This design comes from an exercise in tuning for a short achievable clock period and few clock cycles on the open sky130 flow, not from production work.
No functional check of the RTL was part of this run.
No activity file was given, so power comes from the tool's default toggle rates.

[flow/run.sh]
#!/bin/bash
# synth_recipe.tcl (not shown) runs the flow's synth.tcl, then flattens the netlist and writes it again
# the make line also repeats each setting of config.mk as NAME=value (left out here)
make -C /OpenROAD-flow-scripts/flow DESIGN_CONFIG=/design/flow/config.mk WORK_HOME=/design/flow/orfs CLKGATE_MAP_FILE= SYNTH_SCRIPT=/design/flow/synth_recipe.tcl finish
[flow/config.mk]
export PLATFORM = sky130hd
export DESIGN_NAME = overture
export DESIGN_NICKNAME = overture
export VERILOG_FILES = /design/flow/design.v
export SDC_FILE = /design/flow/constraint.sdc
export NUM_CORES = 4
export LEC_CHECK = 0
export ABC_CLOCK_PERIOD_IN_PS = 2000
export CAP_MARGIN = 20
export CORE_MARGIN = 2
export CORE_UTILIZATION = 40
export SETUP_SLACK_MARGIN = 5
export SLEW_MARGIN = 20
[flow/constraint.sdc]
create_clock -name core_clock -period 7.2 [get_ports {clk_i}]
set_input_delay 1.4400 -clock core_clock [delete_from_list [all_inputs] [get_ports {clk_i}]]
set_output_delay 1.4400 -clock core_clock [all_outputs]
set_load 0.01 [all_outputs]
[flow/design.v]
module overture (
    input  wire       clk_i,
    input  wire       reset_i,
    input  wire [7:0] memory_data_i,
    output wire [7:0] memory_address_o,
    output wire [7:0] io_address_o,
    input  wire [7:0] io_data_read_i,
    output wire [7:0] io_data_write_o,
    output wire       io_data_write_enable_o,
    output wire       io_data_read_enable_o,
    output wire       cpu_halted_o
);
    reg         halted;
    reg [7:0]   r0, r1, r2, r3, r4, r5, r6;
    reg [7:0]   s0, s1;        
    reg [1:0]   s_n;           
    reg [7:0]   q;             
    reg [255:0] qh;            
    reg [7:0]   m;             
    reg [8:0]   h;             
    reg         bf_phase;      
    reg [255:0] cv;            
    reg [2047:0] cd;           
    reg [6:0]   e_w0;          
    reg [6:0]   e_w1;          
    reg [6:0]   e_wio;         
    reg [6:0]   e_walu;        
    reg [7:0]   ev0, ev1;
    reg [2:0]   e_op;
    reg [7:0]   op_a, op_b;
    reg         re_q, we_q;
    reg [7:0]   io_addr_q, io_wdata_q;
    wire [2:0] sh_r = 3'd0 - op_b[2:0];
    reg  [7:0] alu_out;
    always @(*) begin
        case (e_op)
            3'b000:  alu_out = op_a | op_b;
            3'b001:  alu_out = ~(op_a & op_b);
            3'b010:  alu_out = ~(op_a | op_b);
            3'b011:  alu_out = op_a & op_b;
            3'b100:  alu_out = op_a + op_b;
            3'b101:  alu_out = op_a - op_b;
            3'b110:  alu_out = op_a ^ op_b;
            default: alu_out = op_b[3] ? (op_a >> sh_r) : (op_a << op_b[2:0]);
        endcase
    end
    wire [7:0] rr [0:6];
    assign rr[0] = r0; assign rr[1] = r1; assign rr[2] = r2; assign rr[3] = r3;
    assign rr[4] = r4; assign rr[5] = r5; assign rr[6] = r6;
    wire [7:0] mm [0:7];
    wire [7:0] nn [0:6];
    wire [7:0] late;
    genvar g;
    generate
        for (g = 0; g < 7; g = g + 1) begin : g_next
            assign mm[g] = e_w1[g] ? ev1 : e_w0[g] ? ev0 : rr[g];
            assign nn[g] = e_walu[g] ? alu_out : e_wio[g] ? io_data_read_i : mm[g];
            assign late[g] = e_walu[g] | e_wio[g];
        end
    endgenerate
    assign mm[7] = 8'd0;
    assign late[7] = 1'b0;
    function [7:0] val;
        input [2:0] x;
        begin
            if (x != 3'd7 && e_walu[x])     val = alu_out;
            else if (x != 3'd7 && e_wio[x]) val = io_data_read_i;
            else                            val = mm[x];
        end
    endfunction
    function cond;
        input [2:0] cc;
        input [7:0] v;
        reg z, n;
        begin
            z = (v == 8'd0);
            n = v[7];
            case (cc)
                3'b000:  cond = 1'b0;
                3'b001:  cond = z;
                3'b010:  cond = n;
                3'b011:  cond = n | z;
                3'b100:  cond = 1'b1;
                3'b101:  cond = ~z;
                3'b110:  cond = ~n;
                default: cond = ~n & ~z;
            endcase
        end
    endfunction
    wire [1:0] ty0 = s0[7:6], ty1 = s1[7:6];
    wire [2:0] sr0 = s0[5:3], sr1 = s1[5:3];
    wire [2:0] ds0 = s0[2:0], ds1 = s1[2:0];
    wire bad0 = ty0[0] && sr0 != 3'd0;
    wire bad1 = ty1[0] && sr1 != 3'd0;
    wire ldi0 = ty0 == 2'b00, ldi1 = ty1 == 2'b00;
    wire alu0 = ty0 == 2'b01 && !bad0, alu1 = ty1 == 2'b01 && !bad1;
    wire cp0  = ty0 == 2'b10, cp1 = ty1 == 2'b10;
    wire jmp0 = ty0 == 2'b11 && !bad0, jmp1 = ty1 == 2'b11 && !bad1;
    wire rd0  = cp0 && sr0 == 3'd7, rd1 = cp1 && sr1 == 3'd7;
    wire wr0  = cp0 && ds0 == 3'd7, wr1 = cp1 && ds1 == 3'd7;
    wire io0  = rd0 || wr0, io1 = rd1 || wr1;
    wire bf0  = rd0 && wr0, bf1 = rd1 && wr1;
    wire cj0  = jmp0 && ds0 != 3'd0;     
    wire cj1  = jmp1 && ds1 != 3'd0;
    reg [6:0] w0, w1, rdm1;
    always @(*) begin
        w0 = 7'd0; w1 = 7'd0; rdm1 = 7'd0;
        if (ldi0) w0[0] = 1'b1;
        if (alu0) w0[3] = 1'b1;
        if (cp0 && ds0 != 3'd7) w0[ds0] = 1'b1;
        if (ldi1) w1[0] = 1'b1;
        if (alu1) w1[3] = 1'b1;
        if (cp1 && ds1 != 3'd7) w1[ds1] = 1'b1;
        if (alu1) begin rdm1[1] = 1'b1; rdm1[2] = 1'b1; end
        if (cp1 && sr1 != 3'd7) rdm1[sr1] = 1'b1;
        if (io1) rdm1[6] = 1'b1;
        if (cj1) begin rdm1[0] = 1'b1; rdm1[3] = 1'b1; end
    end
    wire [7:0] v0   = ldi0 ? {2'b00, s0[5:0]} : val(sr0);
    wire [7:0] v0e  = ldi0 ? {2'b00, s0[5:0]} : mm[sr0];    
    wire       v0_late = !ldi0 && late[sr0];
    function [7:0] val1;       
        input [2:0] x;
        begin
            if (x != 3'd7 && w0[x]) val1 = v0;
            else                    val1 = val(x);
        end
    endfunction
    wire [7:0] v1 = ldi1 ? {2'b00, s1[5:0]} : val1(sr1);
    wire head   = (s_n != 2'd0) && !halted;
    wire stall0 = cj0 && (late[3] || late[0]);
    wire go0    = head && !bad0 && !stall0;           
    wire bf_rd  = bf0 && !bf_phase;                    
    wire k0     = go0 && !bf_rd;                       
    wire tk0    = k0 && jmp0 && cond(ds0, mm[3]);
    wire [7:0] r3a = w0[3] ? v0e : mm[3];
    wire [7:0] r0a = w0[0] ? v0e : mm[0];
    wire r3a_late = w0[3] ? (alu0 || rd0 || v0_late) : late[3];
    wire r0a_late = w0[0] ? (rd0 || v0_late) : late[0];
    wire pair_ok = (s_n == 2'd2) && !tk0 && !bad1 && !bf0 && !bf1 &&
                   !(io0 && io1) &&
                   !(rd0 && (rdm1[ds0] && ds0 != 3'd7)) &&
                   !(alu0 && rdm1[3] && !(cp1 && !wr1)) &&
                   !(cj1 && (r3a_late || r0a_late));
    wire k1     = k0 && pair_ok;
    wire tk1    = k1 && jmp1 && cond(ds1, r3a);
    wire taken  = tk0 || tk1;
    wire [7:0] tgt = tk0 ? mm[0] : r0a;
    wire [1:0] k = {1'b0, k0} + {1'b0, k1};
    reg [6:0] nw0, nw1, nwio, nwalu;
    always @(*) begin
        nw0 = 7'd0; nw1 = 7'd0; nwio = 7'd0; nwalu = 7'd0;
        if (k0) begin
            if (ldi0) nw0[0] = 1'b1;
            if (alu0) nwalu[3] = 1'b1;
            if (cp0 && ds0 != 3'd7) begin
                if (rd0) nwio[ds0] = 1'b1;
                else     nw0[ds0]  = 1'b1;
            end
        end
        if (k1) begin
            nw0 = nw0 & ~w1; nwio = nwio & ~w1; nwalu = nwalu & ~w1;
            if (ldi1) nw1[0] = 1'b1;
            if (alu1) nwalu[3] = 1'b1;
            if (cp1 && ds1 != 3'd7) begin
                if (rd1)                    nwio[ds1]  = 1'b1;
                else if (alu0 && sr1 == 3'd3) nwalu[ds1] = 1'b1;
                else                        nw1[ds1]   = 1'b1;
            end
        end
    end
    wire alu_sel1 = k1 && alu1;
    reg [7:0] c0, c1;
    reg       cv0, cv1, cv2;
    integer i;
    always @(*) begin
        c0 = 8'd0; c1 = 8'd0; cv0 = 1'b0; cv1 = 1'b0; cv2 = 1'b0;
        for (i = 0; i < 256; i = i + 1) begin
            c0  = c0  | ({8{qh[i]}} & cd[8*i +: 8]);
            c1  = c1  | ({8{qh[i]}} & cd[8*((i+1)%256) +: 8]);
            cv0 = cv0 | (qh[i] & cv[i]);
            cv1 = cv1 | (qh[i] & cv[(i+1)%256]);
            cv2 = cv2 | (qh[i] & cv[(i+2)%256]);
        end
    end
    wire [7:0] q1 = q + 8'd1;
    wire [7:0] q2 = q + 8'd2;
    wire av0 = cv0 || (m == q);
    wire av1 = cv1 || (m == q1);
    wire [7:0] b0 = cv0 ? c0 : memory_data_i;
    wire [7:0] b1 = cv1 ? c1 : memory_data_i;
    wire nav0 = cv0 || (m == q);
    wire nav1 = cv1 || (m == q1);
    wire nav2 = cv2 || (m == q2);
    wire [1:0] rem = s_n - k;
    reg  [1:0] fill;
    reg  [7:0] ns0, ns1;
    always @(*) begin
        ns0 = s0; ns1 = s1; fill = 2'd0;
        case (rem)
            2'd0: begin
                if (av0) begin
                    ns0 = b0; fill = 2'd1;
                    if (av1) begin ns1 = b1; fill = 2'd2; end
                end
            end
            2'd1: begin
                if (s_n == 2'd2) ns0 = s1;
                if (av0) begin ns1 = b0; fill = 2'd1; end
            end
            default: ;
        endcase
    end
    wire [7:0] qn  = taken ? tgt : q + {6'd0, fill};
    wire       qn_av = (fill == 2'd0) ? nav0 : (fill == 2'd1) ? nav1 : nav2;
    wire [8:0] hp  = h;
    reg  [7:0] mn;
    always @(*) begin
        if (taken)
            mn = ({1'b0, tgt} >= h || h[8]) ? tgt : h[7:0];
        else if (!qn_av)
            mn = qn;
        else
            mn = h[8] ? m : h[7:0];
    end
    wire [8:0] hn = ({1'b0, mn} >= h) ? {1'b0, mn} + 9'd1 : h;
    reg [255:0] qhn;
    always @(*) begin
        if (taken)
            qhn = 256'd1 << tgt;
        else case (fill)
            2'd1:    qhn = {qh[254:0], qh[255]};
            2'd2:    qhn = {qh[253:0], qh[255:254]};
            default: qhn = qh;
        endcase
    end
    always @(posedge clk_i) begin
        if (reset_i) begin
            halted   <= 1'b0;
            r0 <= 8'd0; r1 <= 8'd0; r2 <= 8'd0; r3 <= 8'd0;
            r4 <= 8'd0; r5 <= 8'd0; r6 <= 8'd0;
            s_n      <= 2'd0;
            q        <= 8'd0;
            qh       <= 256'd1;
            m        <= 8'd0;
            h        <= 9'd1;
            bf_phase <= 1'b0;
            cv       <= 256'd0;
            e_w0     <= 7'd0;
            e_w1     <= 7'd0;
            e_wio    <= 7'd0;
            e_walu   <= 7'd0;
            re_q     <= 1'b0;
            we_q     <= 1'b0;
        end else begin
            r0 <= nn[0]; r1 <= nn[1]; r2 <= nn[2]; r3 <= nn[3];
            r4 <= nn[4]; r5 <= nn[5]; r6 <= nn[6];
            if (head && bad0)
                halted <= 1'b1;
            s_n      <= taken ? 2'd0 : rem + fill;
            q        <= qn;
            qh       <= qhn;
            m        <= mn;
            h        <= hn;
            bf_phase <= go0 && bf_rd;
            cv[m]    <= 1'b1;
            e_w0     <= nw0;
            e_w1     <= nw1;
            e_wio    <= nwio;
            e_walu   <= nwalu;
            re_q     <= (go0 && rd0 && !(bf0 && bf_phase)) || (k1 && rd1);
            we_q     <= (go0 && wr0 && !bf_rd) || (k1 && wr1);
        end
        s0 <= ns0;
        s1 <= ns1;
        cd[8*m +: 8] <= memory_data_i;
        ev0 <= v0;
        ev1 <= v1;
        e_op <= alu_sel1 ? ds1 : ds0;
        op_a <= alu_sel1 ? val1(3'd1) : val(3'd1);
        op_b <= alu_sel1 ? val1(3'd2) : val(3'd2);
        io_addr_q <= (k1 && io1) ? val1(3'd6) : val(3'd6);
        io_wdata_q <= (bf0 && bf_phase) ? io_data_read_i : (k1 && io1) ? v1 : v0;
    end
    assign memory_address_o       = m;
    assign io_address_o           = io_addr_q;
    assign io_data_write_o        = io_wdata_q;
    assign io_data_write_enable_o = we_q;
    assign io_data_read_enable_o  = re_q;
    assign cpu_halted_o           = halted;
endmodule
==> flow_summary.ini <==
[outcome]
outcome = aborted with a tool error
lastStage = 5_1_grt
error = [ERROR GRT-0116] Global routing finished with congestion. Check the congestion regions in the DRC Viewer.

[synth]
ys_warn_count = 1
synth_edf_count = 16
async_flop_share = 0
synthCells = 13240
syn_area_um2 = 129800
netlist.area_leader.share = 0.4206
synth_area_leader_cell = dfxtp_1
synth-seq-area-share = 0.4243
synth_cell_types = 95
ys_top_cells_by_area = dfxtp_1 42%, mux2_2 16%, a22o_1 6.1%
ys_ff_latch = 2742
synth_ff_type = dfxtp_1
syn-num-nets = 13330
syn_area_per_cell_um2 = 9.802

[floorplanning]
die_h_um = 573.6
fp.dieW_um = 573.6
ios = 45
row_count = 209
start_util = 0.4011

[placement]
dp_hpwl_um = 1018000
pre_cts_ws_ns = -0.5985
place_congestion = 1.366
port_buffers = 44
dpl_cell_area_um2 = 143500
dp.cells = 17600

[grt]
grt_pass1_wl_um = 2140000
grt_usage = 0.9453
grt_pass1_vias = 176900
grt_max_degree = 163
globalRouteOverflowTotal = 4897

[cts]
cts_buffers = 319
cts_max_level = 5
cts_hold_buf = 0
cts_sinks = 2742
clockRootBuffer = clkbuf_16
clock_path_buffers = 4
==> what timing repair did <==
item                       4_1_cts
buffers inserted                83
pin swaps                       45
setup endpoints to repair     2783
gates resized for setup        155
gates cloned                    55
==> power groups by stage <==
stage	Sequential (mW)	Clock [mW]	Combinational (mW)
floorplan	19.2	0	22.2
global placement	22.1	0	42.0
detailed placement	22.1	0	41.6
CTS	21.8	17.5	45.5
==> kinds of logic after synthesis <==
family | count (synthesis) | share of synthesized area
compound gates | 4165 | 0.2421
xor+xnor | 58 | 0.003915
fa+ha+maj | 77 | 0.007540
buf+inv | 1291 | 0.03954
flops | 2742 | 0.4243
mux | 2104 | 0.1818
simple gates | 2801 | 0.1007
==> worst max path at each step <==
| stage | slack (ns) | cells after the start | end |
|---|---|---|---|
| detailed placement | -0.60 | 34 | h[7]$_SDFFE_PP0P_ |
| global placement | -1.22 | 36 | h[7]$_SDFFE_PP0P_ |
| CTS | -0.44 | 37 | h[1]$_SDFFE_PP0P_ |
| floorplan | 0.37 | 40 | h[1]$_SDFFE_PP0P_ |
==> Yosys cell counts, types with 203 or more instances <==
cell      number
nand4_1      566
nand2_1      802
a22o_1       907
nor2_1       918
o21ai_0      541
a22oi_1      688
mux2i_1      203
a21oi_1      415
clkbuf_1     986
a221oi_1     886
mux2_2      1877
dfxtp_1     2726
==> routing by layer <==
layer / overflow / global-route usage
met3: 875 / 0.9129
met4: 1247 / 0.9274
met5: 112 / 0.7914
met1: 793 / 0.9450
met2: 1870 / 0.9940
==> per-stage QoR <==
stage	utilization	TNS, ns
after floorplan	-	0
after detailed placement	0.4437	-4.726
after CTS	0.4867	-3.617
after global placement	0.4424	-10.17
